This is an optimization exercise on Yosys and OpenROAD, whose aim is small area, a short achievable clock period and few clock cycles per item, not a production implementation. No run shown here included a check of the RTL's function; only the layout flow was run. Power and IR drop assume default switching activity.

--- flow/config.mk ---
export PLATFORM = sky130hd
export DESIGN_NAME = simple_generic_matrix_mult
export DESIGN_NICKNAME = simple_generic_matrix_mult
export VERILOG_FILES = /design/flow/design.v
export SDC_FILE = /design/flow/constraint.sdc
export NUM_CORES = 4
export LEC_CHECK = 0
export ABC_CLOCK_PERIOD_IN_PS = 3000
export CAP_MARGIN = 20
export CORE_MARGIN = 2
export CORE_UTILIZATION = 40
export SETUP_SLACK_MARGIN = 5
export SLEW_MARGIN = 20
export SYNTH_HIERARCHICAL = 1
export SYNTH_MINIMUM_KEEP_SIZE = 0
--- flow/constraint.sdc ---
create_clock -name core_clock -period 10.0 [get_ports {clk}]
set_input_delay 2.0000 -clock core_clock [delete_from_list [all_inputs] [get_ports {clk}]]
set_output_delay 2.0000 -clock core_clock [all_outputs]
set_load 0.01 [all_outputs]
--- flow/design.v ---
module simple_generic_matrix_mult #(
    parameter integer M = 3,
    parameter integer N = 3,
    parameter integer P = 3,
    parameter integer DATA_WIDTH = 8
)(
    input  wire clk,
    input  wire rst,
    input  wire start,
    input  wire signed [DATA_WIDTH-1:0] a_in,
    input  wire [$clog2(M*N)-1:0] a_addr,
    input  wire a_wen,
    input  wire signed [DATA_WIDTH-1:0] b_in,
    input  wire [$clog2(N*P)-1:0] b_addr,
    input  wire b_wen,
    output reg [2*DATA_WIDTH-1:0] c_out,
    output reg c_valid,
    output reg done
);
    localparam integer E = 1;    
    reg [7:0] A [0:8];
    reg [7:0] B [0:8];
    always @(posedge clk) begin
        if (a_wen) A[a_addr] <= a_in;
        if (b_wen) B[b_addr] <= b_in;
    end
    reg [3:0] t;
    reg [2:0] row, col;    
    wire adv = start | (t != 0);
    always @(posedge clk or posedge rst) begin
        if (rst) begin
            t <= 0;
            row <= 3'b001;
            col <= 3'b001;
            c_valid <= 0;
            done <= 0;
        end else begin
            c_valid <= adv && (t >= E) && (t <= E + 8);
            done <= (t == E + 8);
            t <= (t == E + 8) ? 4'd0 : adv ? t + 4'd1 : 4'd0;
            if (adv && t <= 8) begin
                col <= {col[1:0], col[2]};
                if (col[2]) row <= {row[1:0], row[2]};
            end
        end
    end
    wire [7:0] ma0 = ({8{row[0]}} & A[0]) | ({8{row[1]}} & A[3]) | ({8{row[2]}} & A[6]);
    wire [7:0] ma1 = ({8{row[0]}} & A[1]) | ({8{row[1]}} & A[4]) | ({8{row[2]}} & A[7]);
    wire [7:0] ma2 = ({8{row[0]}} & A[2]) | ({8{row[1]}} & A[5]) | ({8{row[2]}} & A[8]);
    wire [7:0] mb0 = ({8{col[0]}} & B[0]) | ({8{col[1]}} & B[1]) | ({8{col[2]}} & B[2]);
    wire [7:0] mb1 = ({8{col[0]}} & B[3]) | ({8{col[1]}} & B[4]) | ({8{col[2]}} & B[5]);
    wire [7:0] mb2 = ({8{col[0]}} & B[6]) | ({8{col[1]}} & B[7]) | ({8{col[2]}} & B[8]);
    wire [7:0] a0 = ma0, a1 = ma1, a2 = ma2, b0 = mb0, b1 = mb1, b2 = mb2;
    wire pp0_0_0, pp0_0_1, pp0_0_2, pp0_0_3, pp0_0_4, pp0_0_5, pp0_0_6, pp0_0_7, pp0_1_0, pp0_1_1, pp0_1_2, pp0_1_3, pp0_1_4, pp0_1_5, pp0_1_6, pp0_1_7, pp0_2_0, pp0_2_1, pp0_2_2, pp0_2_3, pp0_2_4, pp0_2_5, pp0_2_6, pp0_2_7, pp0_3_0, pp0_3_1, pp0_3_2, pp0_3_3, pp0_3_4, pp0_3_5, pp0_3_6, pp0_3_7, pp0_4_0, pp0_4_1, pp0_4_2, pp0_4_3, pp0_4_4, pp0_4_5, pp0_4_6, pp0_4_7, pp0_5_0, pp0_5_1, pp0_5_2, pp0_5_3, pp0_5_4, pp0_5_5, pp0_5_6, pp0_5_7, pp0_6_0, pp0_6_1, pp0_6_2, pp0_6_3, pp0_6_4, pp0_6_5, pp0_6_6, pp0_6_7, pp0_7_0, pp0_7_1, pp0_7_2, pp0_7_3, pp0_7_4, pp0_7_5, pp0_7_6, pp0_7_7, pp1_0_0, pp1_0_1, pp1_0_2, pp1_0_3, pp1_0_4, pp1_0_5, pp1_0_6, pp1_0_7, pp1_1_0, pp1_1_1, pp1_1_2, pp1_1_3, pp1_1_4, pp1_1_5, pp1_1_6, pp1_1_7, pp1_2_0, pp1_2_1, pp1_2_2, pp1_2_3, pp1_2_4, pp1_2_5, pp1_2_6, pp1_2_7, pp1_3_0, pp1_3_1, pp1_3_2, pp1_3_3, pp1_3_4, pp1_3_5, pp1_3_6, pp1_3_7, pp1_4_0, pp1_4_1, pp1_4_2, pp1_4_3, pp1_4_4, pp1_4_5, pp1_4_6, pp1_4_7, pp1_5_0, pp1_5_1, pp1_5_2, pp1_5_3, pp1_5_4, pp1_5_5, pp1_5_6, pp1_5_7, pp1_6_0, pp1_6_1, pp1_6_2, pp1_6_3, pp1_6_4, pp1_6_5, pp1_6_6, pp1_6_7, pp1_7_0, pp1_7_1, pp1_7_2, pp1_7_3, pp1_7_4, pp1_7_5, pp1_7_6, pp1_7_7, pp2_0_0, pp2_0_1, pp2_0_2, pp2_0_3, pp2_0_4, pp2_0_5, pp2_0_6, pp2_0_7, pp2_1_0, pp2_1_1, pp2_1_2, pp2_1_3, pp2_1_4, pp2_1_5, pp2_1_6, pp2_1_7, pp2_2_0, pp2_2_1, pp2_2_2, pp2_2_3, pp2_2_4, pp2_2_5, pp2_2_6, pp2_2_7, pp2_3_0, pp2_3_1, pp2_3_2, pp2_3_3, pp2_3_4, pp2_3_5, pp2_3_6, pp2_3_7, pp2_4_0, pp2_4_1, pp2_4_2, pp2_4_3, pp2_4_4, pp2_4_5, pp2_4_6, pp2_4_7, pp2_5_0, pp2_5_1, pp2_5_2, pp2_5_3, pp2_5_4, pp2_5_5, pp2_5_6, pp2_5_7, pp2_6_0, pp2_6_1, pp2_6_2, pp2_6_3, pp2_6_4, pp2_6_5, pp2_6_6, pp2_6_7, pp2_7_0, pp2_7_1, pp2_7_2, pp2_7_3, pp2_7_4, pp2_7_5, pp2_7_6, pp2_7_7, s1, c2, s3, c4, s5, c6, s7, c8, s9, c10, s11, c12, s13, c14, s15, c16, s17, c18, s19, c20, s21, c22, s23, c24, s25, c26, s27, c28, s29, c30, s31, c32, s33, c34, s35, c36, s37, c38, s39, c40, s41, c42, s43, c44, s45, c46, s47, c48, s49, c50, s51, c52, s53, c54, s55, c56, s57, c58, s59, c60, s61, c62, s63, c64, s65, c66, s67, c68, s69, c70, s71, c72, s73, c74, s75, c76, s77, c78, s79, c80, s81, c82, s83, c84, s85, c86, s87, c88, s89, c90, s91, c92, s93, c94, s95, c96, s97, c98, s99, c100, s101, c102, s103, c104, s105, c106, s107, c108, s109, c110, s111, c112, s113, c114, s115, c116, s117, c118, s119, c120, s121, c122, s123, c124, s125, c126, s127, c128, s129, c130, s131, c132, s133, c134, s135, c136, s137, c138, s139, c140, s141, c142, s143, c144, s145, c146, s147, c148, s149, c150, s151, c152, s153, c154, s155, c156, s157, c158, s159, c160, s161, c162, s163, c164, s165, c166, s167, c168, s169, c170, s171, c172, s173, c174, s175, c176, s177, c178, s179, c180, s181, c182, s183, c184, s185, c186, s187, c188, s189, c190, s191, c192, s193, c194, s195, c196, s197, c198, s199, c200, s201, c202, s203, c204, s205, c206, s207, c208, s209, c210, s211, c212, s213, c214, s215, c216, s217, c218, s219, c220, s221, c222, s223, c224, s225, c226, s227, c228, s229, c230, s231, c232, s233, c234, s235, c236, s237, c238, s239, c240, s241, c242, s243, c244, s245, c246, s247, c248, s249, c250, s251, c252, s253, s254, c255, s256, c257, s258, c259, s260, c261, s262, c263, s264, c265, s266, c267, s268, c269, s270, c271, s272, c273, s274, c275, s276, c277, s278, c279, s280, c281, s282, c283, s284, c285, s286, c287, s288, c289, s290, c291, s292, c293, s294, c295, s296, c297, s298, c299, s300, c301, s302, c303, s304, c305, s306, c307, s308, c309, s310, c311, s312, c313, s314, c315, s316, c317, s318, c319, s320, c321, s322, c323, s324, c325, s326, c327, s328, c329, s330, c331, s332, c333, s334, c335, s336, c337, s338;
    assign pp0_0_0 = a0[0] & b0[0];
    assign pp0_0_1 = a0[0] & b0[1];
    assign pp0_0_2 = a0[0] & b0[2];
    assign pp0_0_3 = a0[0] & b0[3];
    assign pp0_0_4 = a0[0] & b0[4];
    assign pp0_0_5 = a0[0] & b0[5];
    assign pp0_0_6 = a0[0] & b0[6];
    assign pp0_0_7 = ~(a0[0] & b0[7]);
    assign pp0_1_0 = a0[1] & b0[0];
    assign pp0_1_1 = a0[1] & b0[1];
    assign pp0_1_2 = a0[1] & b0[2];
    assign pp0_1_3 = a0[1] & b0[3];
    assign pp0_1_4 = a0[1] & b0[4];
    assign pp0_1_5 = a0[1] & b0[5];
    assign pp0_1_6 = a0[1] & b0[6];
    assign pp0_1_7 = ~(a0[1] & b0[7]);
    assign pp0_2_0 = a0[2] & b0[0];
    assign pp0_2_1 = a0[2] & b0[1];
    assign pp0_2_2 = a0[2] & b0[2];
    assign pp0_2_3 = a0[2] & b0[3];
    assign pp0_2_4 = a0[2] & b0[4];
    assign pp0_2_5 = a0[2] & b0[5];
    assign pp0_2_6 = a0[2] & b0[6];
    assign pp0_2_7 = ~(a0[2] & b0[7]);
    assign pp0_3_0 = a0[3] & b0[0];
    assign pp0_3_1 = a0[3] & b0[1];
    assign pp0_3_2 = a0[3] & b0[2];
    assign pp0_3_3 = a0[3] & b0[3];
    assign pp0_3_4 = a0[3] & b0[4];
    assign pp0_3_5 = a0[3] & b0[5];
    assign pp0_3_6 = a0[3] & b0[6];
    assign pp0_3_7 = ~(a0[3] & b0[7]);
    assign pp0_4_0 = a0[4] & b0[0];
    assign pp0_4_1 = a0[4] & b0[1];
    assign pp0_4_2 = a0[4] & b0[2];
    assign pp0_4_3 = a0[4] & b0[3];
    assign pp0_4_4 = a0[4] & b0[4];
    assign pp0_4_5 = a0[4] & b0[5];
    assign pp0_4_6 = a0[4] & b0[6];
    assign pp0_4_7 = ~(a0[4] & b0[7]);
    assign pp0_5_0 = a0[5] & b0[0];
    assign pp0_5_1 = a0[5] & b0[1];
    assign pp0_5_2 = a0[5] & b0[2];
    assign pp0_5_3 = a0[5] & b0[3];
    assign pp0_5_4 = a0[5] & b0[4];
    assign pp0_5_5 = a0[5] & b0[5];
    assign pp0_5_6 = a0[5] & b0[6];
    assign pp0_5_7 = ~(a0[5] & b0[7]);
    assign pp0_6_0 = a0[6] & b0[0];
    assign pp0_6_1 = a0[6] & b0[1];
    assign pp0_6_2 = a0[6] & b0[2];
    assign pp0_6_3 = a0[6] & b0[3];
    assign pp0_6_4 = a0[6] & b0[4];
    assign pp0_6_5 = a0[6] & b0[5];
    assign pp0_6_6 = a0[6] & b0[6];
    assign pp0_6_7 = ~(a0[6] & b0[7]);
    assign pp0_7_0 = ~(a0[7] & b0[0]);
    assign pp0_7_1 = ~(a0[7] & b0[1]);
    assign pp0_7_2 = ~(a0[7] & b0[2]);
    assign pp0_7_3 = ~(a0[7] & b0[3]);
    assign pp0_7_4 = ~(a0[7] & b0[4]);
    assign pp0_7_5 = ~(a0[7] & b0[5]);
    assign pp0_7_6 = ~(a0[7] & b0[6]);
    assign pp0_7_7 = a0[7] & b0[7];
    assign pp1_0_0 = a1[0] & b1[0];
    assign pp1_0_1 = a1[0] & b1[1];
    assign pp1_0_2 = a1[0] & b1[2];
    assign pp1_0_3 = a1[0] & b1[3];
    assign pp1_0_4 = a1[0] & b1[4];
    assign pp1_0_5 = a1[0] & b1[5];
    assign pp1_0_6 = a1[0] & b1[6];
    assign pp1_0_7 = ~(a1[0] & b1[7]);
    assign pp1_1_0 = a1[1] & b1[0];
    assign pp1_1_1 = a1[1] & b1[1];
    assign pp1_1_2 = a1[1] & b1[2];
    assign pp1_1_3 = a1[1] & b1[3];
    assign pp1_1_4 = a1[1] & b1[4];
    assign pp1_1_5 = a1[1] & b1[5];
    assign pp1_1_6 = a1[1] & b1[6];
    assign pp1_1_7 = ~(a1[1] & b1[7]);
    assign pp1_2_0 = a1[2] & b1[0];
    assign pp1_2_1 = a1[2] & b1[1];
    assign pp1_2_2 = a1[2] & b1[2];
    assign pp1_2_3 = a1[2] & b1[3];
    assign pp1_2_4 = a1[2] & b1[4];
    assign pp1_2_5 = a1[2] & b1[5];
    assign pp1_2_6 = a1[2] & b1[6];
    assign pp1_2_7 = ~(a1[2] & b1[7]);
    assign pp1_3_0 = a1[3] & b1[0];
    assign pp1_3_1 = a1[3] & b1[1];
    assign pp1_3_2 = a1[3] & b1[2];
    assign pp1_3_3 = a1[3] & b1[3];
    assign pp1_3_4 = a1[3] & b1[4];
    assign pp1_3_5 = a1[3] & b1[5];
    assign pp1_3_6 = a1[3] & b1[6];
    assign pp1_3_7 = ~(a1[3] & b1[7]);
    assign pp1_4_0 = a1[4] & b1[0];
    assign pp1_4_1 = a1[4] & b1[1];
    assign pp1_4_2 = a1[4] & b1[2];
    assign pp1_4_3 = a1[4] & b1[3];
    assign pp1_4_4 = a1[4] & b1[4];
    assign pp1_4_5 = a1[4] & b1[5];
    assign pp1_4_6 = a1[4] & b1[6];
    assign pp1_4_7 = ~(a1[4] & b1[7]);
    assign pp1_5_0 = a1[5] & b1[0];
    assign pp1_5_1 = a1[5] & b1[1];
    assign pp1_5_2 = a1[5] & b1[2];
    assign pp1_5_3 = a1[5] & b1[3];
    assign pp1_5_4 = a1[5] & b1[4];
    assign pp1_5_5 = a1[5] & b1[5];
    assign pp1_5_6 = a1[5] & b1[6];
    assign pp1_5_7 = ~(a1[5] & b1[7]);
    assign pp1_6_0 = a1[6] & b1[0];
    assign pp1_6_1 = a1[6] & b1[1];
    assign pp1_6_2 = a1[6] & b1[2];
    assign pp1_6_3 = a1[6] & b1[3];
    assign pp1_6_4 = a1[6] & b1[4];
    assign pp1_6_5 = a1[6] & b1[5];
    assign pp1_6_6 = a1[6] & b1[6];
    assign pp1_6_7 = ~(a1[6] & b1[7]);
    assign pp1_7_0 = ~(a1[7] & b1[0]);
    assign pp1_7_1 = ~(a1[7] & b1[1]);
    assign pp1_7_2 = ~(a1[7] & b1[2]);
    assign pp1_7_3 = ~(a1[7] & b1[3]);
    assign pp1_7_4 = ~(a1[7] & b1[4]);
    assign pp1_7_5 = ~(a1[7] & b1[5]);
    assign pp1_7_6 = ~(a1[7] & b1[6]);
    assign pp1_7_7 = a1[7] & b1[7];
    assign pp2_0_0 = a2[0] & b2[0];
    assign pp2_0_1 = a2[0] & b2[1];
    assign pp2_0_2 = a2[0] & b2[2];
    assign pp2_0_3 = a2[0] & b2[3];
    assign pp2_0_4 = a2[0] & b2[4];
    assign pp2_0_5 = a2[0] & b2[5];
    assign pp2_0_6 = a2[0] & b2[6];
    assign pp2_0_7 = ~(a2[0] & b2[7]);
    assign pp2_1_0 = a2[1] & b2[0];
    assign pp2_1_1 = a2[1] & b2[1];
    assign pp2_1_2 = a2[1] & b2[2];
    assign pp2_1_3 = a2[1] & b2[3];
    assign pp2_1_4 = a2[1] & b2[4];
    assign pp2_1_5 = a2[1] & b2[5];
    assign pp2_1_6 = a2[1] & b2[6];
    assign pp2_1_7 = ~(a2[1] & b2[7]);
    assign pp2_2_0 = a2[2] & b2[0];
    assign pp2_2_1 = a2[2] & b2[1];
    assign pp2_2_2 = a2[2] & b2[2];
    assign pp2_2_3 = a2[2] & b2[3];
    assign pp2_2_4 = a2[2] & b2[4];
    assign pp2_2_5 = a2[2] & b2[5];
    assign pp2_2_6 = a2[2] & b2[6];
    assign pp2_2_7 = ~(a2[2] & b2[7]);
    assign pp2_3_0 = a2[3] & b2[0];
    assign pp2_3_1 = a2[3] & b2[1];
    assign pp2_3_2 = a2[3] & b2[2];
    assign pp2_3_3 = a2[3] & b2[3];
    assign pp2_3_4 = a2[3] & b2[4];
    assign pp2_3_5 = a2[3] & b2[5];
    assign pp2_3_6 = a2[3] & b2[6];
    assign pp2_3_7 = ~(a2[3] & b2[7]);
    assign pp2_4_0 = a2[4] & b2[0];
    assign pp2_4_1 = a2[4] & b2[1];
    assign pp2_4_2 = a2[4] & b2[2];
    assign pp2_4_3 = a2[4] & b2[3];
    assign pp2_4_4 = a2[4] & b2[4];
    assign pp2_4_5 = a2[4] & b2[5];
    assign pp2_4_6 = a2[4] & b2[6];
    assign pp2_4_7 = ~(a2[4] & b2[7]);
    assign pp2_5_0 = a2[5] & b2[0];
    assign pp2_5_1 = a2[5] & b2[1];
    assign pp2_5_2 = a2[5] & b2[2];
    assign pp2_5_3 = a2[5] & b2[3];
    assign pp2_5_4 = a2[5] & b2[4];
    assign pp2_5_5 = a2[5] & b2[5];
    assign pp2_5_6 = a2[5] & b2[6];
    assign pp2_5_7 = ~(a2[5] & b2[7]);
    assign pp2_6_0 = a2[6] & b2[0];
    assign pp2_6_1 = a2[6] & b2[1];
    assign pp2_6_2 = a2[6] & b2[2];
    assign pp2_6_3 = a2[6] & b2[3];
    assign pp2_6_4 = a2[6] & b2[4];
    assign pp2_6_5 = a2[6] & b2[5];
    assign pp2_6_6 = a2[6] & b2[6];
    assign pp2_6_7 = ~(a2[6] & b2[7]);
    assign pp2_7_0 = ~(a2[7] & b2[0]);
    assign pp2_7_1 = ~(a2[7] & b2[1]);
    assign pp2_7_2 = ~(a2[7] & b2[2]);
    assign pp2_7_3 = ~(a2[7] & b2[3]);
    assign pp2_7_4 = ~(a2[7] & b2[4]);
    assign pp2_7_5 = ~(a2[7] & b2[5]);
    assign pp2_7_6 = ~(a2[7] & b2[6]);
    assign pp2_7_7 = a2[7] & b2[7];
    mm_fa u_s1 (.a(pp0_0_0), .b(pp1_0_0), .c(pp2_0_0), .s(s1), .co(c2));
    mm_fa u_s3 (.a(pp0_0_1), .b(pp0_1_0), .c(pp1_0_1), .s(s3), .co(c4));
    mm_fa u_s5 (.a(pp1_1_0), .b(pp2_0_1), .c(pp2_1_0), .s(s5), .co(c6));
    mm_fa u_s7 (.a(pp0_0_2), .b(pp0_1_1), .c(pp0_2_0), .s(s7), .co(c8));
    mm_fa u_s9 (.a(pp1_0_2), .b(pp1_1_1), .c(pp1_2_0), .s(s9), .co(c10));
    mm_fa u_s11 (.a(pp2_0_2), .b(pp2_1_1), .c(pp2_2_0), .s(s11), .co(c12));
    mm_fa u_s13 (.a(pp0_0_3), .b(pp0_1_2), .c(pp0_2_1), .s(s13), .co(c14));
    mm_fa u_s15 (.a(pp0_3_0), .b(pp1_0_3), .c(pp1_1_2), .s(s15), .co(c16));
    mm_fa u_s17 (.a(pp1_2_1), .b(pp1_3_0), .c(pp2_0_3), .s(s17), .co(c18));
    mm_fa u_s19 (.a(pp2_1_2), .b(pp2_2_1), .c(pp2_3_0), .s(s19), .co(c20));
    mm_fa u_s21 (.a(pp0_0_4), .b(pp0_1_3), .c(pp0_2_2), .s(s21), .co(c22));
    mm_fa u_s23 (.a(pp0_3_1), .b(pp0_4_0), .c(pp1_0_4), .s(s23), .co(c24));
    mm_fa u_s25 (.a(pp1_1_3), .b(pp1_2_2), .c(pp1_3_1), .s(s25), .co(c26));
    mm_fa u_s27 (.a(pp1_4_0), .b(pp2_0_4), .c(pp2_1_3), .s(s27), .co(c28));
    mm_fa u_s29 (.a(pp2_2_2), .b(pp2_3_1), .c(pp2_4_0), .s(s29), .co(c30));
    mm_fa u_s31 (.a(pp0_0_5), .b(pp0_1_4), .c(pp0_2_3), .s(s31), .co(c32));
    mm_fa u_s33 (.a(pp0_3_2), .b(pp0_4_1), .c(pp0_5_0), .s(s33), .co(c34));
    mm_fa u_s35 (.a(pp1_0_5), .b(pp1_1_4), .c(pp1_2_3), .s(s35), .co(c36));
    mm_fa u_s37 (.a(pp1_3_2), .b(pp1_4_1), .c(pp1_5_0), .s(s37), .co(c38));
    mm_fa u_s39 (.a(pp2_0_5), .b(pp2_1_4), .c(pp2_2_3), .s(s39), .co(c40));
    mm_fa u_s41 (.a(pp2_3_2), .b(pp2_4_1), .c(pp2_5_0), .s(s41), .co(c42));
    mm_fa u_s43 (.a(pp0_0_6), .b(pp0_1_5), .c(pp0_2_4), .s(s43), .co(c44));
    mm_fa u_s45 (.a(pp0_3_3), .b(pp0_4_2), .c(pp0_5_1), .s(s45), .co(c46));
    mm_fa u_s47 (.a(pp0_6_0), .b(pp1_0_6), .c(pp1_1_5), .s(s47), .co(c48));
    mm_fa u_s49 (.a(pp1_2_4), .b(pp1_3_3), .c(pp1_4_2), .s(s49), .co(c50));
    mm_fa u_s51 (.a(pp1_5_1), .b(pp1_6_0), .c(pp2_0_6), .s(s51), .co(c52));
    mm_fa u_s53 (.a(pp2_1_5), .b(pp2_2_4), .c(pp2_3_3), .s(s53), .co(c54));
    mm_fa u_s55 (.a(pp2_4_2), .b(pp2_5_1), .c(pp2_6_0), .s(s55), .co(c56));
    mm_fa u_s57 (.a(pp0_0_7), .b(pp0_1_6), .c(pp0_2_5), .s(s57), .co(c58));
    mm_fa u_s59 (.a(pp0_3_4), .b(pp0_4_3), .c(pp0_5_2), .s(s59), .co(c60));
    mm_fa u_s61 (.a(pp0_6_1), .b(pp0_7_0), .c(pp1_0_7), .s(s61), .co(c62));
    mm_fa u_s63 (.a(pp1_1_6), .b(pp1_2_5), .c(pp1_3_4), .s(s63), .co(c64));
    mm_fa u_s65 (.a(pp1_4_3), .b(pp1_5_2), .c(pp1_6_1), .s(s65), .co(c66));
    mm_fa u_s67 (.a(pp1_7_0), .b(pp2_0_7), .c(pp2_1_6), .s(s67), .co(c68));
    mm_fa u_s69 (.a(pp2_2_5), .b(pp2_3_4), .c(pp2_4_3), .s(s69), .co(c70));
    mm_fa u_s71 (.a(pp2_5_2), .b(pp2_6_1), .c(pp2_7_0), .s(s71), .co(c72));
    mm_fa u_s73 (.a(pp0_1_7), .b(pp0_2_6), .c(pp0_3_5), .s(s73), .co(c74));
    mm_fa u_s75 (.a(pp0_4_4), .b(pp0_5_3), .c(pp0_6_2), .s(s75), .co(c76));
    mm_fa u_s77 (.a(pp0_7_1), .b(pp1_1_7), .c(pp1_2_6), .s(s77), .co(c78));
    mm_fa u_s79 (.a(pp1_3_5), .b(pp1_4_4), .c(pp1_5_3), .s(s79), .co(c80));
    mm_fa u_s81 (.a(pp1_6_2), .b(pp1_7_1), .c(pp2_1_7), .s(s81), .co(c82));
    mm_fa u_s83 (.a(pp2_2_6), .b(pp2_3_5), .c(pp2_4_4), .s(s83), .co(c84));
    mm_fa u_s85 (.a(pp2_5_3), .b(pp2_6_2), .c(pp2_7_1), .s(s85), .co(c86));
    mm_fa u_s87 (.a(pp0_2_7), .b(pp0_3_6), .c(pp0_4_5), .s(s87), .co(c88));
    mm_fa u_s89 (.a(pp0_5_4), .b(pp0_6_3), .c(pp0_7_2), .s(s89), .co(c90));
    mm_fa u_s91 (.a(pp1_2_7), .b(pp1_3_6), .c(pp1_4_5), .s(s91), .co(c92));
    mm_fa u_s93 (.a(pp1_5_4), .b(pp1_6_3), .c(pp1_7_2), .s(s93), .co(c94));
    mm_fa u_s95 (.a(pp2_2_7), .b(pp2_3_6), .c(pp2_4_5), .s(s95), .co(c96));
    mm_fa u_s97 (.a(pp2_5_4), .b(pp2_6_3), .c(pp2_7_2), .s(s97), .co(c98));
    mm_fa u_s99 (.a(pp0_3_7), .b(pp0_4_6), .c(pp0_5_5), .s(s99), .co(c100));
    mm_fa u_s101 (.a(pp0_6_4), .b(pp0_7_3), .c(pp1_3_7), .s(s101), .co(c102));
    mm_fa u_s103 (.a(pp1_4_6), .b(pp1_5_5), .c(pp1_6_4), .s(s103), .co(c104));
    mm_fa u_s105 (.a(pp1_7_3), .b(pp2_3_7), .c(pp2_4_6), .s(s105), .co(c106));
    mm_fa u_s107 (.a(pp2_5_5), .b(pp2_6_4), .c(pp2_7_3), .s(s107), .co(c108));
    mm_fa u_s109 (.a(pp0_4_7), .b(pp0_5_6), .c(pp0_6_5), .s(s109), .co(c110));
    mm_fa u_s111 (.a(pp0_7_4), .b(pp1_4_7), .c(pp1_5_6), .s(s111), .co(c112));
    mm_fa u_s113 (.a(pp1_6_5), .b(pp1_7_4), .c(pp2_4_7), .s(s113), .co(c114));
    mm_fa u_s115 (.a(pp2_5_6), .b(pp2_6_5), .c(pp2_7_4), .s(s115), .co(c116));
    mm_fa u_s117 (.a(pp0_5_7), .b(pp0_6_6), .c(pp0_7_5), .s(s117), .co(c118));
    mm_fa u_s119 (.a(pp1_5_7), .b(pp1_6_6), .c(pp1_7_5), .s(s119), .co(c120));
    mm_fa u_s121 (.a(pp2_5_7), .b(pp2_6_6), .c(pp2_7_5), .s(s121), .co(c122));
    mm_fa u_s123 (.a(pp0_6_7), .b(pp0_7_6), .c(pp1_6_7), .s(s123), .co(c124));
    mm_fa u_s125 (.a(pp1_7_6), .b(pp2_6_7), .c(pp2_7_6), .s(s125), .co(c126));
    mm_fa u_s127 (.a(pp0_7_7), .b(pp1_7_7), .c(pp2_7_7), .s(s127), .co(c128));
    mm_fa u_s129 (.a(c2), .b(s3), .c(s5), .s(s129), .co(c130));
    mm_fa u_s131 (.a(c4), .b(c6), .c(s7), .s(s131), .co(c132));
    mm_fa u_s133 (.a(c8), .b(c10), .c(c12), .s(s133), .co(c134));
    mm_fa u_s135 (.a(s13), .b(s15), .c(s17), .s(s135), .co(c136));
    mm_fa u_s137 (.a(c14), .b(c16), .c(c18), .s(s137), .co(c138));
    mm_fa u_s139 (.a(c20), .b(s21), .c(s23), .s(s139), .co(c140));
    mm_fa u_s141 (.a(s25), .b(s27), .c(s29), .s(s141), .co(c142));
    mm_fa u_s143 (.a(c22), .b(c24), .c(c26), .s(s143), .co(c144));
    mm_fa u_s145 (.a(c28), .b(c30), .c(s31), .s(s145), .co(c146));
    mm_fa u_s147 (.a(s33), .b(s35), .c(s37), .s(s147), .co(c148));
    mm_fa u_s149 (.a(c32), .b(c34), .c(c36), .s(s149), .co(c150));
    mm_fa u_s151 (.a(c38), .b(c40), .c(c42), .s(s151), .co(c152));
    mm_fa u_s153 (.a(s43), .b(s45), .c(s47), .s(s153), .co(c154));
    mm_fa u_s155 (.a(s49), .b(s51), .c(s53), .s(s155), .co(c156));
    mm_fa u_s157 (.a(c44), .b(c46), .c(c48), .s(s157), .co(c158));
    mm_fa u_s159 (.a(c50), .b(c52), .c(c54), .s(s159), .co(c160));
    mm_fa u_s161 (.a(c56), .b(s57), .c(s59), .s(s161), .co(c162));
    mm_fa u_s163 (.a(s61), .b(s63), .c(s65), .s(s163), .co(c164));
    mm_fa u_s165 (.a(s67), .b(s69), .c(s71), .s(s165), .co(c166));
    mm_fa u_s167 (.a(c58), .b(c60), .c(c62), .s(s167), .co(c168));
    mm_fa u_s169 (.a(c64), .b(c66), .c(c68), .s(s169), .co(c170));
    mm_fa u_s171 (.a(c70), .b(c72), .c(s73), .s(s171), .co(c172));
    mm_fa u_s173 (.a(s75), .b(s77), .c(s79), .s(s173), .co(c174));
    mm_fa u_s175 (.a(s81), .b(s83), .c(s85), .s(s175), .co(c176));
    mm_fa u_s177 (.a(c74), .b(c76), .c(c78), .s(s177), .co(c178));
    mm_fa u_s179 (.a(c80), .b(c82), .c(c84), .s(s179), .co(c180));
    mm_fa u_s181 (.a(c86), .b(s87), .c(s89), .s(s181), .co(c182));
    mm_fa u_s183 (.a(s91), .b(s93), .c(s95), .s(s183), .co(c184));
    mm_fa u_s185 (.a(c88), .b(c90), .c(c92), .s(s185), .co(c186));
    mm_fa u_s187 (.a(c94), .b(c96), .c(c98), .s(s187), .co(c188));
    mm_fa u_s189 (.a(s99), .b(s101), .c(s103), .s(s189), .co(c190));
    mm_fa u_s191 (.a(c100), .b(c102), .c(c104), .s(s191), .co(c192));
    mm_fa u_s193 (.a(c106), .b(c108), .c(s109), .s(s193), .co(c194));
    mm_fa u_s195 (.a(s111), .b(s113), .c(s115), .s(s195), .co(c196));
    mm_fa u_s197 (.a(c110), .b(c112), .c(c114), .s(s197), .co(c198));
    mm_fa u_s199 (.a(c116), .b(s117), .c(s119), .s(s199), .co(c200));
    mm_fa u_s201 (.a(c118), .b(c120), .c(c122), .s(s201), .co(c202));
    mm_fa u_s203 (.a(c124), .b(c126), .c(s127), .s(s203), .co(c204));
    mm_fa u_s205 (.a(c130), .b(s131), .c(s9), .s(s205), .co(c206));
    mm_fa u_s207 (.a(c132), .b(s133), .c(s135), .s(s207), .co(c208));
    mm_fa u_s209 (.a(c134), .b(c136), .c(s137), .s(s209), .co(c210));
    mm_fa u_s211 (.a(c138), .b(c140), .c(c142), .s(s211), .co(c212));
    mm_fa u_s213 (.a(s143), .b(s145), .c(s147), .s(s213), .co(c214));
    mm_fa u_s215 (.a(c144), .b(c146), .c(c148), .s(s215), .co(c216));
    mm_fa u_s217 (.a(s149), .b(s151), .c(s153), .s(s217), .co(c218));
    mm_fa u_s219 (.a(c150), .b(c152), .c(c154), .s(s219), .co(c220));
    mm_fa u_s221 (.a(c156), .b(s157), .c(s159), .s(s221), .co(c222));
    mm_fa u_s223 (.a(s161), .b(s163), .c(s165), .s(s223), .co(c224));
    mm_fa u_s225 (.a(c158), .b(c160), .c(c162), .s(s225), .co(c226));
    mm_fa u_s227 (.a(c164), .b(c166), .c(s167), .s(s227), .co(c228));
    mm_fa u_s229 (.a(s169), .b(s171), .c(s173), .s(s229), .co(c230));
    mm_fa u_s231 (.a(c168), .b(c170), .c(c172), .s(s231), .co(c232));
    mm_fa u_s233 (.a(c174), .b(c176), .c(s177), .s(s233), .co(c234));
    mm_fa u_s235 (.a(s179), .b(s181), .c(s183), .s(s235), .co(c236));
    mm_fa u_s237 (.a(c178), .b(c180), .c(c182), .s(s237), .co(c238));
    mm_fa u_s239 (.a(c184), .b(s185), .c(s187), .s(s239), .co(c240));
    mm_fa u_s241 (.a(s189), .b(s105), .c(s107), .s(s241), .co(c242));
    mm_fa u_s243 (.a(c186), .b(c188), .c(c190), .s(s243), .co(c244));
    mm_fa u_s245 (.a(s191), .b(s193), .c(s195), .s(s245), .co(c246));
    mm_fa u_s247 (.a(c192), .b(c194), .c(c196), .s(s247), .co(c248));
    mm_fa u_s249 (.a(s197), .b(s199), .c(s121), .s(s249), .co(c250));
    mm_fa u_s251 (.a(c198), .b(c200), .c(s201), .s(s251), .co(c252));
    assign s253 = c204 ^ c128 ^ 1'b1;
    mm_fa u_s254 (.a(c206), .b(s207), .c(s19), .s(s254), .co(c255));
    mm_fa u_s256 (.a(c208), .b(s209), .c(s139), .s(s256), .co(c257));
    mm_fa u_s258 (.a(c210), .b(s211), .c(s213), .s(s258), .co(c259));
    mm_fa u_s260 (.a(c212), .b(c214), .c(s215), .s(s260), .co(c261));
    mm_fa u_s262 (.a(s217), .b(s155), .c(s55), .s(s262), .co(c263));
    mm_fa u_s264 (.a(c216), .b(c218), .c(s219), .s(s264), .co(c265));
    mm_fa u_s266 (.a(c220), .b(c222), .c(c224), .s(s266), .co(c267));
    mm_fa u_s268 (.a(s225), .b(s227), .c(s229), .s(s268), .co(c269));
    mm_fa u_s270 (.a(c226), .b(c228), .c(c230), .s(s270), .co(c271));
    mm_fa u_s272 (.a(s231), .b(s233), .c(s235), .s(s272), .co(c273));
    mm_fa u_s274 (.a(c232), .b(c234), .c(c236), .s(s274), .co(c275));
    mm_fa u_s276 (.a(s237), .b(s239), .c(s241), .s(s276), .co(c277));
    mm_fa u_s278 (.a(c238), .b(c240), .c(c242), .s(s278), .co(c279));
    mm_fa u_s280 (.a(c244), .b(c246), .c(s247), .s(s280), .co(c281));
    mm_fa u_s282 (.a(c248), .b(c250), .c(s251), .s(s282), .co(c283));
    mm_fa u_s284 (.a(c252), .b(c202), .c(s203), .s(s284), .co(c285));
    mm_ha u_s286 (.a(ra_c261), .b(ra_c263), .s(s286), .co(c287));
    mm_fa u_s288 (.a(ra_c265), .b(ra_s266), .c(ra_s268), .s(s288), .co(c289));
    mm_fa u_s290 (.a(ra_c267), .b(ra_c269), .c(ra_s270), .s(s290), .co(c291));
    mm_ha u_s292 (.a(ra_s272), .b(ra_s97), .s(s292), .co(c293));
    mm_fa u_s294 (.a(ra_c271), .b(ra_c273), .c(ra_s274), .s(s294), .co(c295));
    mm_fa u_s296 (.a(ra_c275), .b(ra_c277), .c(ra_s278), .s(s296), .co(c297));
    mm_ha u_s298 (.a(ra_c257), .b(ra_s258), .s(s298), .co(c299));
    mm_ha u_s300 (.a(ra_c259), .b(ra_s260), .s(s300), .co(c301));
    mm_fa u_s302 (.a(s286), .b(ra_s264), .c(ra_s221), .s(s302), .co(c303));
    mm_fa u_s304 (.a(c287), .b(s288), .c(ra_s175), .s(s304), .co(c305));
    mm_fa u_s306 (.a(c289), .b(s290), .c(s292), .s(s306), .co(c307));
    mm_fa u_s308 (.a(c291), .b(c293), .c(s294), .s(s308), .co(c309));
    mm_fa u_s310 (.a(c295), .b(s296), .c(ra_s243), .s(s310), .co(c311));
    mm_fa u_s312 (.a(c297), .b(ra_c279), .c(ra_s280), .s(s312), .co(c313));
    mm_fa u_s314 (.a(ra_c281), .b(ra_s282), .c(ra_s123), .s(s314), .co(c315));
    mm_ha u_s316 (.a(ra_c255), .b(ra_s256), .s(s316), .co(c317));
    mm_fa u_s318 (.a(s298), .b(ra_s39), .c(ra_s41), .s(s318), .co(c319));
    mm_fa u_s320 (.a(c299), .b(s300), .c(ra_s262), .s(s320), .co(c321));
    mm_fa u_s322 (.a(c301), .b(s302), .c(ra_s223), .s(s322), .co(c323));
    assign s324 = ~(c303 ^ s304);
    assign c325 = c303 | s304;
    assign s326 = ~(c305 ^ s306);
    assign c327 = c305 | s306;
    mm_fa u_s328 (.a(c307), .b(s308), .c(ra_s276), .s(s328), .co(c329));
    mm_fa u_s330 (.a(c309), .b(s310), .c(ra_s245), .s(s330), .co(c331));
    mm_fa u_s332 (.a(c311), .b(s312), .c(ra_s249), .s(s332), .co(c333));
    mm_fa u_s334 (.a(c313), .b(s314), .c(ra_s125), .s(s334), .co(c335));
    mm_fa u_s336 (.a(c315), .b(ra_c283), .c(ra_s284), .s(s336), .co(c337));
    assign s338 = ra_c285 ^ ra_s253;
    reg ra_s1, ra_s129, ra_s205, ra_s11, ra_s254, ra_c255, ra_s256, ra_s141, ra_c257, ra_s258, ra_s39, ra_s41, ra_c259, ra_s260, ra_s262, ra_c261, ra_c263, ra_s264, ra_s221, ra_s223, ra_c265, ra_s266, ra_s268, ra_s175, ra_c267, ra_c269, ra_s270, ra_s272, ra_s97, ra_c271, ra_c273, ra_s274, ra_s276, ra_c275, ra_c277, ra_s278, ra_s243, ra_s245, ra_c279, ra_s280, ra_s249, ra_c281, ra_s282, ra_s123, ra_s125, ra_c283, ra_s284, ra_c285, ra_s253;
    always @(posedge clk) begin
        ra_s1 <= s1;
        ra_s129 <= s129;
        ra_s205 <= s205;
        ra_s11 <= s11;
        ra_s254 <= s254;
        ra_c255 <= c255;
        ra_s256 <= s256;
        ra_s141 <= s141;
        ra_c257 <= c257;
        ra_s258 <= s258;
        ra_s39 <= s39;
        ra_s41 <= s41;
        ra_c259 <= c259;
        ra_s260 <= s260;
        ra_s262 <= s262;
        ra_c261 <= c261;
        ra_c263 <= c263;
        ra_s264 <= s264;
        ra_s221 <= s221;
        ra_s223 <= s223;
        ra_c265 <= c265;
        ra_s266 <= s266;
        ra_s268 <= s268;
        ra_s175 <= s175;
        ra_c267 <= c267;
        ra_c269 <= c269;
        ra_s270 <= s270;
        ra_s272 <= s272;
        ra_s97 <= s97;
        ra_c271 <= c271;
        ra_c273 <= c273;
        ra_s274 <= s274;
        ra_s276 <= s276;
        ra_c275 <= c275;
        ra_c277 <= c277;
        ra_s278 <= s278;
        ra_s243 <= s243;
        ra_s245 <= s245;
        ra_c279 <= c279;
        ra_s280 <= s280;
        ra_s249 <= s249;
        ra_c281 <= c281;
        ra_s282 <= s282;
        ra_s123 <= s123;
        ra_s125 <= s125;
        ra_c283 <= c283;
        ra_s284 <= s284;
        ra_c285 <= c285;
        ra_s253 <= s253;
    end
    wire [15:0] row1 = {c337, c335, c333, c331, c329, c327, c325, c323, c321, c319, c317, s316, ra_s254, ra_s205, ra_s129, ra_s1};
    wire [15:0] row2 = {s338, s336, s334, s332, s330, s328, s326, s324, s322, s320, s318, ra_s141, 1'b0, ra_s11, 1'b0, 1'b0};
    always @(posedge clk) c_out <= row1 + row2;
endmodule
module mm_fa (input wire a, input wire b, input wire c, output wire s, output wire co);
    assign s = a ^ b ^ c;
    assign co = (a & b) | (a & c) | (b & c);
endmodule
module mm_ha (input wire a, input wire b, output wire s, output wire co);
    assign s = a ^ b;
    assign co = a & b;
endmodule
--- flow/run.sh ---
#!/bin/bash
# synth_recipe.tcl (not shown) runs the flow's synth.tcl, then flattens the netlist and writes it again
# the make line also repeats each setting of config.mk as NAME=value (left out here)
make -C /OpenROAD-flow-scripts/flow DESIGN_CONFIG=/design/flow/config.mk WORK_HOME=/design/flow/orfs CLKGATE_MAP_FILE= SYNTH_SCRIPT=/design/flow/synth_recipe.tcl finish
==> flow_summary.ini, run 1 <==
[worst_setup_path]
regToRegEndpoint = ra_s276$_DFF_P_
end_kind = register
worst_ep_required_time_ns = 10.41
r2r_setup_slack_ns = 5.98
worstPathArrival_ns = 4.43
worstSetupStartpointType = register
path_class = register to register
cp_max_fo = 26
reg2reg_from = row[1]$_DFFE_PP0P_
r2r_cells = 7

[sta]
layout_setup_ws_ns = 5.98
slew_viol_final = 0
period_minus_slack_ns = 4.02
final.setup.tns_ns = 0
max_freq_mhz = 249
maxSlewHeadroom = 0.364
finalSetupViolations = 0
tightest_slew_ns = 0.951
period_share = 0.402
final-hold-violation-count = 0
rsz0062_at_grt = no
skew_ns = 0.0125

[final_layout]
layout.nets = 1132
diodes = 0
drive_above_1_share = 0.112
syn2layout_area_growth_pct = 17.1

[grt]
grt.total_usage = 0.175
antenna_found_initial = 0
grt-ovfl-total = 0
first_global_vias = 7478
grt_pass1_wl_um = 41600
grt_max_degree = 27

[floorplanning]
die_area_um2 = 30800
die_w_um = 175
die_h_um = 175
fp.coreArea_um2 = 28800
io_pins = 47
rows = 62
start_util = 0.408

[yosys]
synth-seq-cells = 221
synthTopCellsByArea = edfxtp_1 (37%), fa_1 (27%), dfxtp_1 (11%)
synthArstFlopShare = 0.0543
synth_cells = 816
yosysTopAreaCell = edfxtp_1
yosysWarningCount = 7
synth_enable_flop_cells = 144
synth_top_area_frac = 0.368
synth_fp_nets = 1030
yosysSeqAreaShare = 0.504
ys.flop_type = edfxtp_1
yosys-top-cells-count = nor2_1 (167), fa_1 (161), edfxtp_1 (144), dfxtp_1 (65)
synth.distinct_cells = 40
yosysMostFrequentCell = nor2_1
postSynthAreaPerCell_um2 = 14.4
netlist_area_um2 = 11800

[clock_tree]
clk_path_buf_depth = 3
cts_max_level = 1
cts.clk_slew.worst_paths_ns = 0.06
tritoncts = done
clock-sinks = 221
cts_buffers = 25
postCtsResizedCells = 0
post_cts_buffers = 0
root_buffer = clkbuf_16
clk_latency_ns = 0.55
cts_hold_buf = 0

[drt]
wl_per_cell_um = 19.6
antenna_left = 0
wl_um = 25900
dr.pass1.iters = 7
drc = 0
via_per_inst = 5.21
via_count = 6881
drt_iter0_drc = 615

[placement]
dpl_worst_slack_ns = 5.66
place_congestion = 0.833
dp_hpwl_um = 18900
io_buffers = 46

[status]
status = complete, no violations

[worst_hold_path]
hold_end = c_out[0]$_DFF_P_
whs_path_depth = 0
hold_path_class = register to register
worstHoldStart = ra_s1$_DFF_P_

[pwr]
p_per_area_nw_per_um2 = 150
vdd_drop_max_v = 0.000140
p_leak_nw = 5.08

[job]
maxCapViolCount = 0
layer usage:
layer	up-vias	wire length, µm	global-route usage
met5	-	0	0
met4	0	647	0.0492
met3	41	1610	0.0297
met2	240	12400	0.287
met1	3527	11300	0.243
li1	3073	-	-
cells by family after synthesis:
family,share of synthesized area
buf+inv,0.0212
mux,0.00575
flops,0.504
simple gates,0.101
xor+xnor,0.0104
fa+ha+maj,0.300
compound gates,0.0579
worst max-delay path, cell delays in order, from the launching register on:
cell and delay [ns]:
dfrtp_1 0.70, a222oi_1 0.73, clkdlybuf4s18_2 0.37, nor2_1 0.07
fa_1 0.49, fa_1 0.53, fa_1 0.57, fa_1 0.42
power by group:
part | internal [mW] | leakage (nW) | switching [mW] | total [mW]
Clock | 0.591 | 0.419 | 0.379 | 0.970
Combinational | 0.0353 | 2.69 | 0.0431 | 0.0784
Sequential | 0.995 | 1.97 | 0.0147 | 1.01
Total | 1.62 | 5.08 | 0.437 | 2.06
registers in the layout, summed over array words and instances, names as in the netlist, 3 cells and up:
signal  flops
row         3
t           4
B          72
A          72
col         3
c_out      16
Yosys stat by module, one instance, submodules excluded:
module	times used	cells inside
mm_ha	5	1
simple_generic_matrix_mult	1	650
mm_fa	161	1
layout by cell type, fill, tap and decap left out, types with 11 or more instances in the layout:
master	count
dfxtp_1	65
nand2b_1	42
fa_1	161
ha_1	24
edfxtp_1	144
buf_4	39
clkbuf_16	25
clkdlybuf4s50_1	46
a222oi_1	42
nor2_1	167
nand2_1	24
a21oi_1	11
inv_1	16
cell type report:
class | instances | area, µm²
Clock inverter | 17 | 236
Inverter | 22 | 82.6
Timing Repair Buffer | 94 | 808
Clock buffer | 28 | 637
Fill cell | 2513 | 15000
Tap cell | 384 | 480
Sequential cell | 221 | 5930
Multi-Input combinational cell | 554 | 5590
worst max-delay path by stage:
| stage | start | end | depth (start not counted) |
|---|---|---|---|
| 2_1_floorplan | row[1]$_DFFE_PP0P_ | ra_s262$_DFF_P_ | 8 |
| 3_3_place_gp | b_wen | B[0][7]$_DFFE_PP_ | 3 |
| 3_5_place_dp | a_wen | A[0][0]$_DFFE_PP_ | 3 |
| 4_1_cts | row[1]$_DFFE_PP0P_ | ra_s262$_DFF_P_ | 6 |
| 5_1_grt | row[1]$_DFFE_PP0P_ | ra_s276$_DFF_P_ | 7 |
| 6_report | row[1]$_DFFE_PP0P_ | ra_s276$_DFF_P_ | 7 |
metrics by stage:
stage | std cells | total power, mW | utilization | area (µm²) | hold slack [ns]
floorplan | 816 | 1.07 | - | 11800 | 0.310
global placement | 1265 | 1.11 | 0.446 | 12800 | 0.314
detailed placement | 1273 | 1.11 | 0.447 | 12900 | 0.318
CTS | 1318 | 2.08 | 0.478 | 13700 | 0.332
global route | 1320 | 2.12 | 0.478 | 13800 | 0.349
finish | 1320 | 2.06 | 0.478 | 13800 | 0.331
==> run 2: changes to the inputs <==
==> flow/flow/run.sh (new file) <==
#!/bin/bash
set -euo pipefail
bash standard.sh SETUP_SLACK_MARGIN=7 finish > standard_flow.log 2>&1
==> flow/standard.sh (new file) <==
#!/bin/bash
# synth_recipe.tcl (not shown) runs the flow's synth.tcl, then flattens the netlist and writes it again
# the make line also repeats each setting of config.mk as NAME=value (left out here)
make -C /OpenROAD-flow-scripts/flow DESIGN_CONFIG=/design/flow/config.mk WORK_HOME=/design/flow/orfs CLKGATE_MAP_FILE= SYNTH_SCRIPT=/design/flow/synth_recipe.tcl "${@:-finish}"
--- a/flow/config.mk
+++ b/flow/config.mk
@@ -9,7 +9,6 @@
 export CAP_MARGIN = 20
 export CORE_MARGIN = 2
 export CORE_UTILIZATION = 40
-export SETUP_SLACK_MARGIN = 5
 export SLEW_MARGIN = 20
 export SYNTH_HIERARCHICAL = 1
 export SYNTH_MINIMUM_KEEP_SIZE = 0
removed: flow/run.sh
==> flow_summary.ini, run 2 <==
[floorplanning]
die_w_um = 175
start_util = 0.408
die_h_um = 175
die_area_um2 = 30800
io_pins = 47
rows = 62
fp.coreArea_um2 = 28800

[sta]
max_freq_mhz = 280
layout_setup_ws_ns = 6.43
period_minus_slack_ns = 3.57
finalSetupViolations = 0
whs_ns = 0.327
period_share = 0.357
rsz0062_at_grt = yes
skew_ns = 0.0168
final-hold-violation-count = 0
slew_viol_final = 0
tightest_slew_ns = 0.499
final.setup.tns_ns = 0
maxSlewHeadroom = 0.666

[worst_setup_path]
worst-path-buf-inv = 2
crit_top_cell = fa_2
worstPathArrival_ns = 3.98
r2r_setup_slack_ns = 6.43
worstSetupStartpointType = register
crit_slowest_cell = fa_2
worst_ep_required_time_ns = 10.42
path_depth = 8
crit_family = adder cells
regToRegEndpoint = ra_s254$_DFF_P_
reg2reg_from = row[0]$_DFFE_PP1P_
cp_max_fo = 12
path_class = register to register
r2r_cells = 8
crit_chain = buf_12 > a222oi_1 > buf_2 > nor2_1 > fa_2 > fa_2 > fa_2 > fa_2
cpPeakStageDelay_ns = 0.56
end_kind = register

[clock_tree]
cts_max_level = 1
cts.clk_slew.worst_paths_ns = 0.06
clock-sinks = 221
cts_buffers = 25
clk_latency_ns = 0.54
clk_path_buf_depth = 3
tritoncts = done
root_buffer = clkbuf_16

[final_layout]
postLayoutCoreUtil = 0.524
syn2layout_area_growth_pct = 28.3
diodes = 0
final_cells = 1392
mostFrequentLayoutCells = nor2_1 (146), edfxtp_1 (144), fa_2 (90)
finalInstanceArea_um2 = 15100
layout.nets = 1203
drive_above_1_share = 0.340
final_common_cell = nor2_1
top_regs = A (72), B (72), c_out (16)

[placement]
place_inst = 1267
dp_hpwl_um = 19200
place_congestion = 0.837
dpl_worst_slack_ns = 5.81
io_buffers = 46
placed_cell_area_um2 = 13000

[drt]
via_per_inst = 5.23
drt_iter0_drc = 552
dr.pass1.iters = 5
via_count = 7279
wl_um = 28000
wl_per_cell_um = 20.1
drc = 0
antenna_left = 0

[yosys]
synth_cells = 816
ys.flop_type = edfxtp_1
yosysWarningCount = 7
synth_enable_flop_cells = 144
synthArstFlopShare = 0.0543
yosysTopAreaCell = edfxtp_1
synth-seq-cells = 221
yosysSeqAreaShare = 0.504
postSynthAreaPerCell_um2 = 14.4
synth_fp_nets = 1030
synth.distinct_cells = 40
synthTopCellsByArea = edfxtp_1 (37%), fa_1 (27%), dfxtp_1 (11%)
netlist_area_um2 = 11800
yosys-top-cells-count = nor2_1 (167), fa_1 (161), edfxtp_1 (144), dfxtp_1 (65)
synth_top_area_frac = 0.368
yosysMostFrequentCell = nor2_1

[grt]
met3_usage = 0.0301
grt_max_degree = 27
first_global_vias = 7839
grt-ovfl-total = 0
met1_usage = 0.254
grt.total_usage = 0.188
grt_util_met2 = 0.321
antenna_found_initial = 0
grt_pass1_wl_um = 44300
busiest_layer = met2

[pwr]
power_mw = 2.00
p_per_area_nw_per_um2 = 133
vdd_drop_max_v = 0.000132
p_leak_nw = 5.50

[worst_hold_path]
worstHoldStart = ra_s129$_DFF_P_
whs_path_depth = 0
hold_path_class = register to register
hold_end = c_out[1]$_DFF_P_

[job]
maxCapViolCount = 0

[status]
status = complete, no violations
-- run 2: cell counts after synthesis --
Identical to the previous run, type by type.
-- run 2: layout make-up --
class                           instances  area (µm²)
Fill cell                            2390       13700
Multi-Input combinational cell        554        6140
Sequential cell                       221        5950
Timing Repair Buffer                  165        1600
Clock buffer                           34         699
Tap cell                              384         480
Clock inverter                         12         123
Inverter                               22        82.6
-- run 2: layer usage --
layer / vias up / wire [µm]
met5: - / 0
met4: 0 / 599
met3: 35 / 1650
met2: 226 / 14000
met1: 3787 / 11800
li1: 3231 / -
-- run 2: logic make-up after synthesis --
family | count (synthesis) | synth area share
adders and majority gates | 185 | 0.300
and+or+nand+nor | 266 | 0.101
xor gates and xnor gates | 14 | 0.0104
buffers and inverters | 41 | 0.0212
muxes | 6 | 0.00575
AOI/OAI and AO/OA | 83 | 0.0579
DFF | 221 | 0.504
-- run 2: modules after synthesis, one instance, submodules excluded --
module / times used / area (µm²) / cells inside
mm_ha: 5 / 12.5 / 1
mm_fa: 161 / 20.0 / 1
simple_generic_matrix_mult: 1 / 8470 / 650
-- run 2: worst max-delay path by stage --
stage / startpoint / end / slack (ns)
after floorplan: row[0]$_DFFE_PP1P_ / ra_s254$_DFF_P_ / 6.48
after global placement: row[1]$_DFFE_PP0P_ / ra_s276$_DFF_P_ / 5.62
after detailed placement: col[1]$_DFFE_PP0P_ / ra_s272$_DFF_P_ / 5.81
after CTS: row[1]$_DFFE_PP0P_ / ra_s254$_DFF_P_ / 6.53
after global routing: row[0]$_DFFE_PP1P_ / ra_s254$_DFF_P_ / 6.37
final: row[0]$_DFFE_PP1P_ / ra_s254$_DFF_P_ / 6.43
-- run 2: timing repair --
item | in CTS | in global routing
pin swaps | 70 | 52
cloned | 1 | 0
hold buffers | 0 | 0
resized for setup | 182 | 71
setup buffers | 67 | 11
setup endpoints to repair | 207 | 179
-- run 2: where the power goes --
group	switching, mW	internal, mW
combinational	0.0489	0.0399
sequential	0.0142	0.995
clock	0.377	0.523
total	0.441	1.56
==> run 3: changes to the inputs <==
==> flow/flow/run.sh (replaced) <==
#!/bin/bash
set -euo pipefail
bash standard.sh SETUP_SLACK_MARGIN=6 finish > standard_flow.log 2>&1
==> flow_summary.ini, run 3 <==
[sta]
skew_ns = 0.0113
layout_setup_ws_ns = 6.16
rsz0062_at_grt = no
maxSlewHeadroom = 0.368
whs_ns = 0.330
finalSetupViolations = 0
final-hold-violation-count = 0
max_freq_mhz = 260
period_minus_slack_ns = 3.84
tightest_slew_ns = 0.944
period_share = 0.384
final.setup.tns_ns = 0
slew_viol_final = 0

[final_layout]
postLayoutCoreUtil = 0.479
mostFrequentLayoutCells = nor2_1 (167), fa_1 (161), edfxtp_1 (144)
syn2layout_area_growth_pct = 17.2
top_regs = A (72), B (72), c_out (16)
drive_above_1_share = 0.114
final_common_cell = nor2_1
layout.nets = 1133
diodes = 0

[yosys]
yosysSeqAreaShare = 0.504
synth_cells = 816
netlist_area_um2 = 11800
yosys-top-cells-count = nor2_1 (167), fa_1 (161), edfxtp_1 (144), dfxtp_1 (65)
synth-seq-cells = 221
postSynthAreaPerCell_um2 = 14.4
synth_enable_flop_cells = 144
yosysTopAreaCell = edfxtp_1
yosysMostFrequentCell = nor2_1
synth_fp_nets = 1030
yosysWarningCount = 7
synth_top_area_frac = 0.368
ys.flop_type = edfxtp_1
synthTopCellsByArea = edfxtp_1 (37%), fa_1 (27%), dfxtp_1 (11%)
synth.distinct_cells = 40
synthArstFlopShare = 0.0543

[worst_setup_path]
crit_slowest_cell = a222oi_1
crit_top_cell = fa_1
crit_start = col[2]$_DFFE_PP0P_
cpPeakStageDelay_ns = 0.77
end_kind = register
worstPathArrival_ns = 4.26
path_class = register to register
crit_family = adder cells
crit_chain = a222oi_1 > buf_2 > nor2_1 > fa_1 > fa_1 > fa_1 > fa_1
cp_max_fo = 13
reg2reg_from = col[2]$_DFFE_PP0P_
worstSetupStartpointType = register
worst_ep_required_time_ns = 10.42
worst-path-buf-inv = 1

[floorplanning]
die_w_um = 175
rows = 62
die_h_um = 175
die_area_um2 = 30800
fp.coreArea_um2 = 28800
start_util = 0.408
io_pins = 47

[pwr]
power_mw = 2.06
p_leak_nw = 5.09
vdd_drop_max_v = 0.000143
p_per_area_nw_per_um2 = 149

[placement]
io_buffers = 46
dpl_worst_slack_ns = 5.66
place_congestion = 0.833
dp_hpwl_um = 18900

[job]
maxCapViolCount = 0

[drt]
antenna_left = 0
wl_um = 25900
drc = 0
via_count = 6921
drt_iter0_drc = 617
wl_per_cell_um = 19.6
dr.pass1.iters = 7
via_per_inst = 5.24

[clock_tree]
cts_hold_buf = 0
cts_buffers = 25
root_buffer = clkbuf_16
clock-sinks = 221
cts.clk_slew.worst_paths_ns = 0.06
clk_path_buf_depth = 3
clk_latency_ns = 0.55
cts_max_level = 1
tritoncts = done

[worst_hold_path]
hold_path_class = register to register
worstHoldStart = ra_s1$_DFF_P_

[grt]
grt_max_degree = 27
antenna_found_initial = 0
first_global_vias = 7497
grt.total_usage = 0.176
grt-ovfl-total = 0
grt_pass1_wl_um = 41700

[status]
status = complete, no violations
-- run 3: kinds of logic after synthesis --
logic type,synth area share
compound gates,0.0579
xor+xnor,0.0104
fa+ha+maj,0.300
buf+inv,0.0212
flops,0.504
mux,0.00575
simple gates,0.101
-- run 3: layout make-up --
class,count,area [µm²]
fill,2512,15000
tap,384,480
clock inverter,17,236
inverter,22,82.6
timing repair buffer,95,821
clock buffer,28,637
sequential,221,5930
multi-input combinational,554,5590
-- run 3: stage by stage --
stage               std cells  cell area, µm²
floorplan                 816           11800
global placement         1265           12800
detailed placement       1273           12900
CTS                      1321           13800
global route             1321           13800
finish                   1321           13800
-- run 3: where the power goes --
group          switching [mW]  leakage [nW]  internal [mW]
Combinational          0.0431          2.70         0.0353
Clock                   0.378         0.419          0.591
Sequential             0.0147          1.97          0.995
-- run 3: layer usage --
layer | vias to the layer above | share of wire | global-route usage | wire (µm)
li1 | 3081 | - | - | -
met1 | 3560 | 0.44 | 0.244 | 11400
met2 | 239 | 0.47 | 0.287 | 12200
met3 | 41 | 0.066 | 0.0292 | 1700
met4 | 0 | 0.024 | 0.0513 | 630
met5 | - | 0 | 0 | 0
-- run 3: modules after synthesis (local to each module, per instance) --
module,cells inside,copies in the design
mm_fa,1,161
mm_ha,1,5
simple_generic_matrix_mult,650,1
-- run 3: path summary, 6_finish.rpt --
check | endpoint | slack (ns) | depth (start not counted)
setup / recovery | ra_s262$_DFF_P_ | 6.16 | 7
hold / removal | c_out[0]$_DFF_P_ | 0.33 | 0
setup reg to reg | ra_s262$_DFF_P_ | 6.16 | 7
hold reg to reg | c_out[0]$_DFF_P_ | 0.33 | 0
max in group asynchronous | row[0]$_DFFE_PP1P_ | 7.91 | 2
min in group asynchronous | t[0]$_DFF_PP0_ | 1.76 | 2
-- run 3: what timing repair did --
item / in CTS / in global routing
pin swaps: 3 / 1
setup endpoints to repair: 27 / 2
setup buffers: 3 / 0
gates resized for setup: 0 / 1

afterwards: timing with drivers on the ports:
The flow's constraints put no driver on any port. The routed layouts listed below were extracted and timed again, unchanged, in two steps.
Step 1 (the two cells are an assumption about what drives the block):
set clk [get_ports {clk}]
set_driving_cell -lib_cell sky130_fd_sc_hd__clkbuf_16 $clk
set_driving_cell -lib_cell sky130_fd_sc_hd__buf_2 [delete_from_list [all_inputs] $clk]
Step 2, shift: input delay + t, output delay - t, t = (earliest + latest rising clock arrival at the registers) / 2. This alone moves slack from input paths to output paths.
a / b / c = ideal ports / drivers / drivers and shift; a / b = the first two.
run | shift t [ns] | setup slack, ns | slew at the worst register clock pin (ns) | cell pins on the clock port's net
run 1 | 0.588 | 5.983 / 5.983 / 5.869 | 0.07 / 0.07 | 1
run 2 | 0.579 | 6.434 / 6.434 / 6.434 | 0.06 / 0.06 | 1
run 3 | 0.587 | 6.158 / 6.158 / 5.860 | 0.07 / 0.07 | 1
After both steps every run listed still meets setup and hold. The setup slack of run 3, which loses most, moves by 0.000 ns with the drivers and by -0.298 ns with both steps.
